What follows belongs to an exercise in optimizing a design on an open flow for small area; a production flow would make more cautious choices. Function was checked by simulation only, so behaviour that the tests miss may differ from the original.

## flow/design.v (module list and top-level ports; edited modules follow where they fit)
// module CC: 1104 lines
// module cc_fa: 6 lines
// module cc_bth: 5 lines
// module cc_s3: 5 lines
// module cc_ha: 6 lines
module CC(
    clk,
    rst_n,
    in_valid,
    mode,
    xi,
    yi,
    out_valid,
    xo,
    yo
);
  // ...
==> flow/flow/run.sh <==
#!/bin/bash
# Own layout flow: the standard synthesis and layout, with port buffers of the smallest buffer.
set -euo pipefail
bash standard.sh synth > synth.log 2>&1
bash standard.sh "BUFFER_PORTS_ARGS=-buffer_cell sky130_fd_sc_hd__buf_1" finish > finish.log 2>&1
==> flow/standard.sh <==
#!/bin/bash
# synth_recipe.tcl (not shown) runs the flow's synth.tcl, then flattens the netlist and writes it again
# the make line also repeats each setting of config.mk as NAME=value (left out here)
make -C /OpenROAD-flow-scripts/flow DESIGN_CONFIG=/design/flow/config.mk WORK_HOME=/design/flow/orfs CLKGATE_MAP_FILE= SYNTH_SCRIPT=/design/flow/synth_recipe.tcl "${@:-finish}"
==> flow/config.mk <==
export PLATFORM = sky130hd
export DESIGN_NAME = CC
export DESIGN_NICKNAME = CC
export VERILOG_FILES = /design/flow/design.v
export SDC_FILE = /design/flow/constraint.sdc
export NUM_CORES = 8
export LEC_CHECK = 0
export CAP_MARGIN = 20
export CORE_MARGIN = 2
export CORE_UTILIZATION = 80
export CTS_BUF_LIST = sky130_fd_sc_hd__clkbuf_4 sky130_fd_sc_hd__clkbuf_8
export SLEW_MARGIN = 20
export SYNTH_HIERARCHICAL = 1
export SYNTH_MINIMUM_KEEP_SIZE = 0
==> flow/constraint.sdc <==
create_clock -name core_clock -period 100.0 [get_ports {clk}]
set_input_delay 20.0000 -clock core_clock [delete_from_list [all_inputs] [get_ports {clk}]]
set_output_delay 20.0000 -clock core_clock [all_outputs]
set_load 0.01 [all_outputs]
==> results by group, run 1 <==
Run
  • Max Cap Viol: 0

Timing
  • Fin Hold WS: approximately 560 ps
  • Slew of the pin with the lowest slew margin: 1126 ps

Routing
  • Wire per inst: approximately 28 um
  • Routed Antenna Nets: 0
  • Via count: around 14000
  • Metal2 WL: 23490 um

Synthesis
  • Sequential fraction of the synthesis area: slightly above 20%
  • Post-Synth Adder-Cell Area: between 30% and 40%
  • Synth async-reset ratio: between 3 and 4%
  • Post-synthesis register bit count: approximately 130

Outcome
  • Status: timing/DRC/antenna clean

Finish
  • Layout Nets: 2000
  • Sequential cells: approximately 130
  • Most common cell after layout, fill and taps aside: fa_1
  • Fillcell total: between 1000 and 1500

Place
  • Placer Congestion: between 0.9 and 1

Critical path
  • Critical path buffer and inverter count: 3
  • Setup crit end: X[7]$_SDFFE_PP0P_
  • Stages on worst setup path: 73
  • Crit path from: in_valid

Worst hold path
  • Hold Path End: cnt[0]$_DFFE_PN0P_

Die
  • Initial Util: 81.26%

Clock tree
  • Clock-pin slew of the registers on the worst-case setup and hold paths: 100 ps
==> run 2: changes to the inputs <==
==> flow/run.sh (new file) <==
#!/bin/bash
# synth_recipe.tcl (not shown) runs the flow's synth.tcl, then flattens the netlist and writes it again
# the make line also repeats each setting of config.mk as NAME=value (left out here)
make -C /OpenROAD-flow-scripts/flow DESIGN_CONFIG=/design/flow/config.mk WORK_HOME=/design/flow/orfs CLKGATE_MAP_FILE= SYNTH_SCRIPT=/design/flow/synth_recipe.tcl finish
removed: flow/flow/run.sh
removed: flow/standard.sh
==> run 2 against run 1 <==
Net effect: worst setup slack got worse by 850 ps; highest routed layer unchanged; still clean; count of clock-buffer cells in the layout unchanged; sequential cell count unchanged; critical path type unchanged; final cell count about the same; critical path depth unchanged; hold slack better by 21 ps.
==> results by group, run 2 <==
Critical path
  • Setup crit end: X[7]$_SDFFE_PP0P_ (unchanged)
  • R2R Path End: X[7]$_SDFFE_PP0P_ (unchanged)
  • Reg2reg setup slack: 74600 ps (was 75180 ps)
  • Worst Setup Start Kind: primary input (unchanged)
  • Critical Path RT: 100360 ps (about the same)
  • Slowest-stage cell, CP: fa_1 (unchanged)
  • Most prevalent standard cell on the critical path: fa_1 (unchanged)
  • Slowest Stage Delay on Critical Path: 900 ps (was 890 ps)
  • WS Path Type: primary input to flip-flop (unchanged)
  • Crit path from: in_valid (unchanged)
  • Cell count of the worst reg-to-reg path: 73 (was 72)
  • CP arrival: 45370 ps (was 44520 ps)
  • Max FO, Critical Path: 33 (unchanged)
  • Element type at the critical path end: flip-flop (unchanged)
  • RR Startpoint: cnt[0]$_DFFE_PN0P_ (was md[0]$_DFFE_PP_)

Worst hold path
  • Hold WC Path Type: flip-flop to flip-flop (unchanged)
  • Hold path depth: 1 (unchanged)

Finish
  • Most common cell after layout, fill and taps aside: fa_1 (unchanged)
  • Fraction of layout cells with a size suffix above 1: 9.298% (was 9.342%)
  • Post-route cell area: 18170 um2 (was 17990 um2)
  • Most flop-heavy register: AREG (unchanged)
  • Layout Nets: 1997 (was 2000)
  • Max reg flops: 22 (unchanged)
  • Syn-to-layout area delta: 6.351% (was 5.304%)
  • Leading registers by flop count: AREG x22, QA x17, QB x17 (unchanged)
  • Highest-count cells in the layout ignoring fill and taps: 297 x fa_1, 236 x nand2_1, 92 x edfxtp_1, 88 x inv_1, 80 x a222oi_1 (was 297 x fa_1, 236 x nand2_1, 92 x edfxtp_1, 89 x inv_1, 80 x a222oi_1)

Timing
  • Setup violators final: 0 (unchanged)
  • Slew of the pin with the lowest slew margin: 1309 ps (was 1126 ps)
  • Max Fclk: 0.02222 GHz (was 0.02264 GHz)
  • Period utilization: 45.01% (was 44.16%)
  • Final slew viol count: 0 (unchanged)
  • Slew HR: 12.08% (was 24.36%)
  • RSZ-0062 raised after global routing: no (unchanged)
  • Final Hold Fails: 0 (unchanged)
  • Worst Skew: 24.45 ps (was 28.22 ps)
  • Post-route worst setup slack: 54990 ps (was 55840 ps)
  • Min Clock Period, post-route: 45010 ps (was 44160 ps)
  • Setup TNS: 0 ps (unchanged)

Synthesis
  • Sequential fraction of the synthesis area: 20.28% (unchanged)
  • Post-Synth Adder-Cell Area: 39.79% (unchanged)
  • Post-synthesis xor/xnor area fraction: 4.732% (unchanged)
  • Synth async-reset ratio: 3.175% (unchanged)
  • Top cell type's share of synthesized area: 34.81% (unchanged)
  • Unique masters post-synth: 86 (unchanged)
  • Most frequent cell after synthesis: fa_1 (unchanged)
  • EDFF count, synth: 92 (unchanged)
  • Top cells by count, synth: 297 x fa_1, 236 x nand2_1, 92 x edfxtp_1 (unchanged)
  • Primary FF master, synth: edfxtp_1 (unchanged)
  • Post-synthesis register bit count: 126 (unchanged)
  • Multiplexer area fraction after synthesis: 4.314% (unchanged)
  • Most area-consuming cells after synthesis: fa_1 35%, edfxtp_1 16%, nand2_1 5.2% (unchanged)
  • Compound-Gate Fraction of Synth Area: 13.57% (unchanged)
  • Post-synthesis cell area: 17080 um2 (unchanged)
  • Library cell with the largest summed area after synthesis: fa_1 (unchanged)
  • Synth Area in Simple Gates: 13.17% (unchanged)
  • Mean Syn Cell Area: 10.72 um2 (unchanged)
  • Main combinational cell family by area after synthesis: adder cells (unchanged)
  • Warnings from Yosys: 7 (unchanged)
  • Cells after Synth: 1593 (unchanged)

Die
  • Core footprint: 21020 um2 (unchanged)
  • Die X: 150.1 um (unchanged)
  • DIE AREA: 22540 um2 (unchanged)
  • # IOs: 38 (unchanged)
  • Die Y: 150.1 um (unchanged)
  • Initial Util: 81.26% (unchanged)
  • Rows: 53 (unchanged)

Routing
  • Drt initial violations: 3078 (was 3104)
  • Vias per cell: 7.669 (was 7.569)
  • DRT Wirelength: 54290 um (was 53170 um)
  • Via count: 14590 (was 14400)
  • Wire per inst: 28.54 um (was 27.94 um)
  • DR DRC count: 0 (unchanged)
  • Drt first pass iters: 28 (was 22)
  • Routed Antenna Nets: 0 (unchanged)

Place
  • Post-DP Area: 17740 um2 (was 17540 um2)
  • Final HPWL DP: 39560 um (was 38920 um)
  • Placer Congestion: 0.9954 (was 0.9889)
  • Setup slack at placement: 54910 ps (was 55490 ps)
  • Port bufs: 37 (unchanged)

Global route
  • Initial antenna violation count: 6 (was 1)
  • Total gr overflow: 0 (unchanged)
  • Gr usage total: 51.04% (was 50.48%)
  • Vias in the first global route: 15040 (was 15000)
  • Largest net degree at the start of global routing: 49 (unchanged)
  • First-pass GRT wire length: 84290 um (was 83430 um)

Clock tree
  • Clock buffer depth: 2 (unchanged)
  • # Post-CTS Setup Buffers: 0 (unchanged)
  • H-tree Lvls: 4 (unchanged)
  • Clk root buf: clkbuf_8 (unchanged)
  • CTS tree: yes (unchanged)
  • Clock latency (worst-skew pair): 490 ps (was 480 ps)
  • # resized after CTS: 0 (unchanged)
  • Num CTS Buffers: 17 (unchanged)
  • Clock-pin slew of the registers on the worst-case setup and hold paths: 90 ps (was 100 ps)
  • CTS Sinks: 126 (unchanged)
  • Cts hold-fix bufs: 0 (unchanged)

Outcome
  • Status: timing/DRC/antenna clean (unchanged)

Run
  • Max Cap Viol: 0 (unchanged)
-- run 2: stage by stage --
step                std cells  hold slack [ps]  util, %
floorplan                1597            491.5        -
global placement         1867            518.8    84.41
detailed placement       1867            557.8    84.41
CTS                      1899            576.1    86.29
global route             1899            607.6    86.38
finish                   1902            585.3    86.42
-- run 2: Yosys stat by module, one instance, submodules excluded --
module	copies in the design	cells	flops+latches	area (um2)
cc_s3	80	1	0	10.01
cc_fa	297	1	0	20.02
cc_ha	54	1	0	12.51
CC	1	1162	126	9659
-- run 2: metal layers --
layer,track usage (%),vias up,routed length [um]
met5,0,-,13
met4,30.99,2,4494
met3,22.48,446,8912
met2,76.32,1496,23990
met1,61.38,6971,16880
li1,-,5672,-
-- run 2: worst min path at each step --
stage	from	end	slack [ps]
detailed placement	cnt[0]$_DFFE_PN0P_	cnt[0]$_DFFE_PN0P_	560
finish	cnt[0]$_DFFE_PN0P_	cnt[0]$_DFFE_PN0P_	590
floorplan	cnt[0]$_DFFE_PN0P_	cnt[0]$_DFFE_PN0P_	490
global placement	cnt[0]$_DFFE_PN0P_	cnt[0]$_DFFE_PN0P_	520
CTS	cnt[0]$_DFFE_PN0P_	cnt[0]$_DFFE_PN0P_	580
global route	cnt[0]$_DFFE_PN0P_	cnt[0]$_DFFE_PN0P_	610
-- run 2: cell type report --
cell class / count / area, um2
repair buffers: 71 / 625.6
clock inverters: 14 / 152.6
multi-input cells: 1303 / 12980
fillers: 1083 / 2855
flip-flops and latches: 126 / 3463
well taps: 275 / 344.1
diodes: 3 / 7.507
inverters: 92 / 352.8
clock buffers: 18 / 241.5
-- run 2: cells by family (layout without fill, tap and decap cells) --
group,Yosys count,after routing
AND/OR/NAND/NOR,474,474
XOR/XNOR,79,79
AO/OA/AOI/OAI,312,312
multiplexers,68,68
other,1,8
flip-flops,126,126
adder cells (fa/ha/maj),365,365
buffers and inverters,168,195
-- run 2: worst max-delay path: cells and delay by family --
| kind | cells | cell delay [ps] |
|---|---|---|
| adders and majority gates | 51 | 19500 |
| and+or+nand+nor | 6 | 1510 |
| muxes | 1 | 320 |
| AOI/OAI and AO/OA | 6 | 1560 |
| buffers and inverters | 3 | 1410 |
| xor gates and xnor gates | 6 | 1020 |

afterwards: timing with drivers on the ports:
How much do the figures lean on ideal ports? The routed layouts below were timed once more, with nothing changed but the port constraints. Step 1, drivers: a clkbuf_16 drives clk and a buf_2 each remaining input, both assumed. Step 2 also shifts input and output timing later by t, the mid clock arrival at the registers, as if the neighbouring blocks saw the same clock. Three values: no drivers, after step 1, after step 2; two values: the first two.
run	t (ns)	setup slack, ns	worst slew at a driven data input, ns
run 1	0.514	55.836 / 55.858 / 55.344	0.04
run 2	0.526	54.991 / 55.011 / 54.485	0.04
After both steps setup and hold are still met in every run listed. The setup slack of run 2, which loses most, moves by +0.020 ns with the drivers and by -0.506 ns with both steps.
